What follows belongs to an exercise in optimizing a design on an open flow for small area and few clock cycles; a production flow would make more cautious choices.
The RTL was checked by simulation tests, not by an equivalence proof against the original design.
Power and IR drop assume default switching activity. The clock port is modelled as an ideal driver; clocking choices that lean on that would not hold on a real chip.

## P
==> module axi_lite_memory, before the edit <==
module axi_lite_memory #(
	parameter   AXIL_DATA_WIDTH = 32,
			    AXIL_ADDR_WIDTH = 4
)(
	input wire  						clk,
	input wire  						reset,
	input wire  						arvalid,
	input wire [AXIL_ADDR_WIDTH-1:0]	araddr,
	input wire  						rready,
	output reg  						arready,
	output reg  						rvalid,
	output reg [AXIL_DATA_WIDTH-1:0]	rdata,
	output wire [1:0]					rresp,
	input wire  						awvalid,
	input wire [AXIL_ADDR_WIDTH-1:0]	awaddr,
	input wire  						wvalid,
	input wire [AXIL_DATA_WIDTH-1:0]	wdata,
	input wire [AXIL_DATA_WIDTH/8-1:0]	wstrb,
	input wire  						bready,
	output reg  						awready,
	output reg  						wready,
	output reg  						bvalid,
	output wire [1:0]					bresp
);
	localparam MEMORY_DEPTH = 2**AXIL_ADDR_WIDTH;
	reg [AXIL_DATA_WIDTH-1:0] mem [0:MEMORY_DEPTH-1];  
	reg [MEMORY_DEPTH-1:0] rsel;
	reg [AXIL_ADDR_WIDTH-1:0]   awaddr_buff;
	reg [AXIL_DATA_WIDTH-1:0]   wdata_buff;
	reg [AXIL_DATA_WIDTH/8-1:0] wstrb_buff;
	reg aw_full, w_full;
	reg commit;    
	reg aw_wait;   
	reg w_wait;    
	reg b_free;    
	reg aw_take, w_take, complete;
	integer i;
	assign bresp = 2'b00;
	assign rresp = 2'b00;
	always @(*)
	begin
		arready  = (rvalid == 1'b0) || (rready == 1'b1);
		rdata    = {AXIL_DATA_WIDTH{1'b0}};
		for (i = 0; i < MEMORY_DEPTH; i = i + 1)
			rdata = rdata | (mem[i] & {AXIL_DATA_WIDTH{rsel[i]}});
		commit   = aw_full && w_full;
		aw_wait  = w_full && !commit;
		w_wait   = aw_full && !commit;
		b_free   = (bvalid == 1'b0) || (bready == 1'b1);
		awready  = (!aw_full || commit) && (b_free || !(wvalid || aw_wait));
		wready   = (!w_full || commit) && (b_free || !(awvalid || w_wait));
		aw_take  = awvalid && awready;
		w_take   = wvalid && wready;
		complete = (aw_take && (w_take || aw_wait)) || (w_take && w_wait);
	end
	always @(posedge clk)
	begin
		if (arready)
			for (i = 0; i < MEMORY_DEPTH; i = i + 1)
				rsel[i] <= (araddr == i);
		if (aw_take)
			awaddr_buff <= awaddr;
		if (w_take)
		begin
			wdata_buff <= wdata;
			wstrb_buff <= wstrb;
		end
		if (!reset)
		begin
			rvalid  <= 1'b0;
			bvalid  <= 1'b0;
			aw_full <= 1'b0;
			w_full  <= 1'b0;
		end
		else
		begin
			if (arready)
				rvalid <= arvalid;
			if (b_free)
				bvalid <= complete;
			aw_full <= aw_take || (aw_full && !commit);
			w_full  <= w_take || (w_full && !commit);
		end
		if (commit)
		begin
			for (i = 0; i < AXIL_DATA_WIDTH/8; i = i + 1)
			begin
				if (wstrb_buff[i])
					mem[awaddr_buff][8*i +: 8] <= wdata_buff[8*i +: 8];
			end
		end
	end
endmodule
export LEC_CHECK = 0
export CAP_MARGIN = 20
export CORE_MARGIN = 2
export CORE_UTILIZATION = 40
export PLACE_DENSITY = 0.6
export SLEW_MARGIN = 20
create_clock -name core_clock -period 5.0 [get_ports {clk}]
standard.sh (not shown) runs the stock make flow with config.mk's settings and CLKGATE_MAP_FILE= SYNTH_SCRIPT=/design/flow/synth_recipe.tcl, a recipe that flattens the netlist after the stock synthesis.
==> flow/flow/run.sh <==
#!/bin/bash
# Standard ORFS layout (the standard.sh), with three changes:
#  - synthesis maps logic with an area-oriented abc script (flow/my_synth.tcl);
#  - ports are buffered with the smallest buffer (buf_1) instead of clkdlybuf4s50_1;
#  - CTS uses clkbuf_16 leaf clusters of up to 32 sinks and no dummy loads.
set -euo pipefail
cd "$(dirname "$0")/.."
work=$PWD
export MY_ABC_SCRIPT=$work/flow/area_map.abc
export FLOW_SYNTH_TCL=$work/synth_recipe.tcl
export BUFFER_PORTS_ARGS="-buffer_cell sky130_fd_sc_hd__buf_1"
export CTS_ARGS="-sink_clustering_enable -repair_clock_nets -dont_use_dummy_load -buf_list sky130_fd_sc_hd__clkbuf_16 -sink_clustering_size 32 -sink_clustering_max_diameter 200"
bash standard.sh SYNTH_SCRIPT=$work/flow/my_synth.tcl finish > flow_standard.log 2>&1
==> flow/flow/area_map.abc <==
&get -n
&st
&dch
&nf -a
&st
&dch
&nf -a
&put
==> flow/flow/my_synth.tcl <==
# The standard flow's synthesis (synth_recipe.tcl, which sources ORFS's synth.tcl) with one change:
# abc's technology-mapping script is an area-oriented one (area_map.abc) instead of
# ORFS's abc_speed.script. Flip-flop mapping (dfflibmap), flattening and renaming
# are the standard flow's own, so the registers are the standard synthesis's.
proc abc {args} {
  set i [lsearch -exact $args -script]
  if {$i >= 0 && [string match *abc_speed.script [lindex $args [expr {$i + 1}]]]} {
    lset args [expr {$i + 1}] $::env(MY_ABC_SCRIPT)
  }
  yosys abc {*}$args
}
source $::env(FLOW_SYNTH_TCL)
P ended with every stage complete and zero timing, DRC or antenna violations.
Testbench counts of P, summed over its fixed seeds: cycles 21,542.
diff inputs: P => Q
==> flow/design.v <==
module axi_lite_memory #(
	parameter   AXIL_DATA_WIDTH = 32,
			    AXIL_ADDR_WIDTH = 4
)(
	input wire  						clk,
	input wire  						reset,
	input wire  						arvalid,
	input wire [AXIL_ADDR_WIDTH-1:0]	araddr,
	input wire  						rready,
	output reg  						arready,
	output reg  						rvalid,
	output reg [AXIL_DATA_WIDTH-1:0]	rdata,
	output wire [1:0]					rresp,
	input wire  						awvalid,
	input wire [AXIL_ADDR_WIDTH-1:0]	awaddr,
	input wire  						wvalid,
	input wire [AXIL_DATA_WIDTH-1:0]	wdata,
	input wire [AXIL_DATA_WIDTH/8-1:0]	wstrb,
	input wire  						bready,
	output reg  						awready,
	output reg  						wready,
	output reg  						bvalid,
	output wire [1:0]					bresp
);
	localparam MEMORY_DEPTH = 2**AXIL_ADDR_WIDTH;
	reg [AXIL_DATA_WIDTH-1:0] mem [0:MEMORY_DEPTH-1];  
	reg [AXIL_ADDR_WIDTH-1:0] araddr_q;
	reg [MEMORY_DEPTH-1:0] rsel;
	reg [AXIL_ADDR_WIDTH-1:0]   awaddr_buff;
	reg [AXIL_DATA_WIDTH-1:0]   wdata_buff;
	reg [AXIL_DATA_WIDTH/8-1:0] wstrb_buff;
	reg aw_full, w_full;
	reg commit;    
	reg aw_wait;   
	reg w_wait;    
	reg b_free;    
	reg aw_take, w_take, complete;
	integer i;
	assign bresp = 2'b00;
	assign rresp = 2'b00;
	always @(*)
	begin
		arready  = (rvalid == 1'b0) || (rready == 1'b1);
		rdata    = {AXIL_DATA_WIDTH{1'b0}};
		for (i = 0; i < MEMORY_DEPTH; i = i + 1)
		begin
			rsel[i] = (araddr_q == i);
			rdata = rdata | (mem[i] & {AXIL_DATA_WIDTH{rsel[i]}});
		end
		commit   = aw_full && w_full;
		aw_wait  = w_full && !commit;
		w_wait   = aw_full && !commit;
		b_free   = (bvalid == 1'b0) || (bready == 1'b1);
		awready  = (!aw_full || commit) && (b_free || !(wvalid || aw_wait));
		wready   = (!w_full || commit) && (b_free || !(awvalid || w_wait));
		aw_take  = awvalid && awready;
		w_take   = wvalid && wready;
		complete = (aw_take && (w_take || aw_wait)) || (w_take && w_wait);
	end
	always @(posedge clk)
	begin
		if (arready)
			araddr_q <= araddr;
		if (aw_take)
			awaddr_buff <= awaddr;
		if (w_take)
		begin
			wdata_buff <= wdata;
			wstrb_buff <= wstrb;
		end
		if (!reset)
		begin
			rvalid  <= 1'b0;
			bvalid  <= 1'b0;
			aw_full <= 1'b0;
			w_full  <= 1'b0;
		end
		else
		begin
			if (arready)
				rvalid <= arvalid;
			if (b_free)
				bvalid <= complete;
			aw_full <= aw_take || (aw_full && !commit);
			w_full  <= w_take || (w_full && !commit);
		end
		if (commit)
		begin
			for (i = 0; i < AXIL_DATA_WIDTH/8; i = i + 1)
			begin
				if (wstrb_buff[i])
					mem[awaddr_buff][8*i +: 8] <= wdata_buff[8*i +: 8];
			end
		end
	end
endmodule
[summary]
- Changes observed in Q relative to P: synthesized netlist cell count fell 4; clock share of power rose 0.5 points; final cell count has remained practically unchanged; flop and latch count out of synthesis fell 2.1%.
- The clock network latency to the later pin of the worst-skew pair of P and that of Q are within noise of each other.
- Q vs P — post-route cell area dropped slightly
- Compared Q against P; top-level I/O count within noise.
- Total power: Q and P compared, lower one is Q
- The smallest setup slack after layout of Q is lower than that of P.
- The run showing the greater share of layout cells above drive strength 1 is Q.
- Going from P to Q, wire length went down about 1.5%, number of antenna violations at the first check in global routing flat, global-route usage ~0 delta.
Testbench counts of Q, summed over its fixed seeds: cycles 21,542.

[static timing again, ports no longer ideal]
No port has a modelled driver above. Below, the same layouts with a new extraction and two added sets of constraints.
Step 1 assumes that a clkbuf_16 drives the clock port and a buf_2 every other input.
Step 2 times the ports against the registers' clock, not the clock port: input delays grow and output delays shrink by t, the midpoint of the rising clock arrivals with the driver on.
Slacks: no drivers / after step 1 / after step 2; pairs: no drivers / after step 1.
run	t, ns	setup slack, ns	worst setup path at the end	clock arrival spread, ns	worst slew at a driven data input, ns
P	0.619	1.239 / 1.181 / 1.800	register to output	0.009 / 0.009	0.05
Q	0.603	0.706 / 0.652 / 1.256	register to output	0.049 / 0.049	0.04
After both steps every run listed still meets setup and hold.
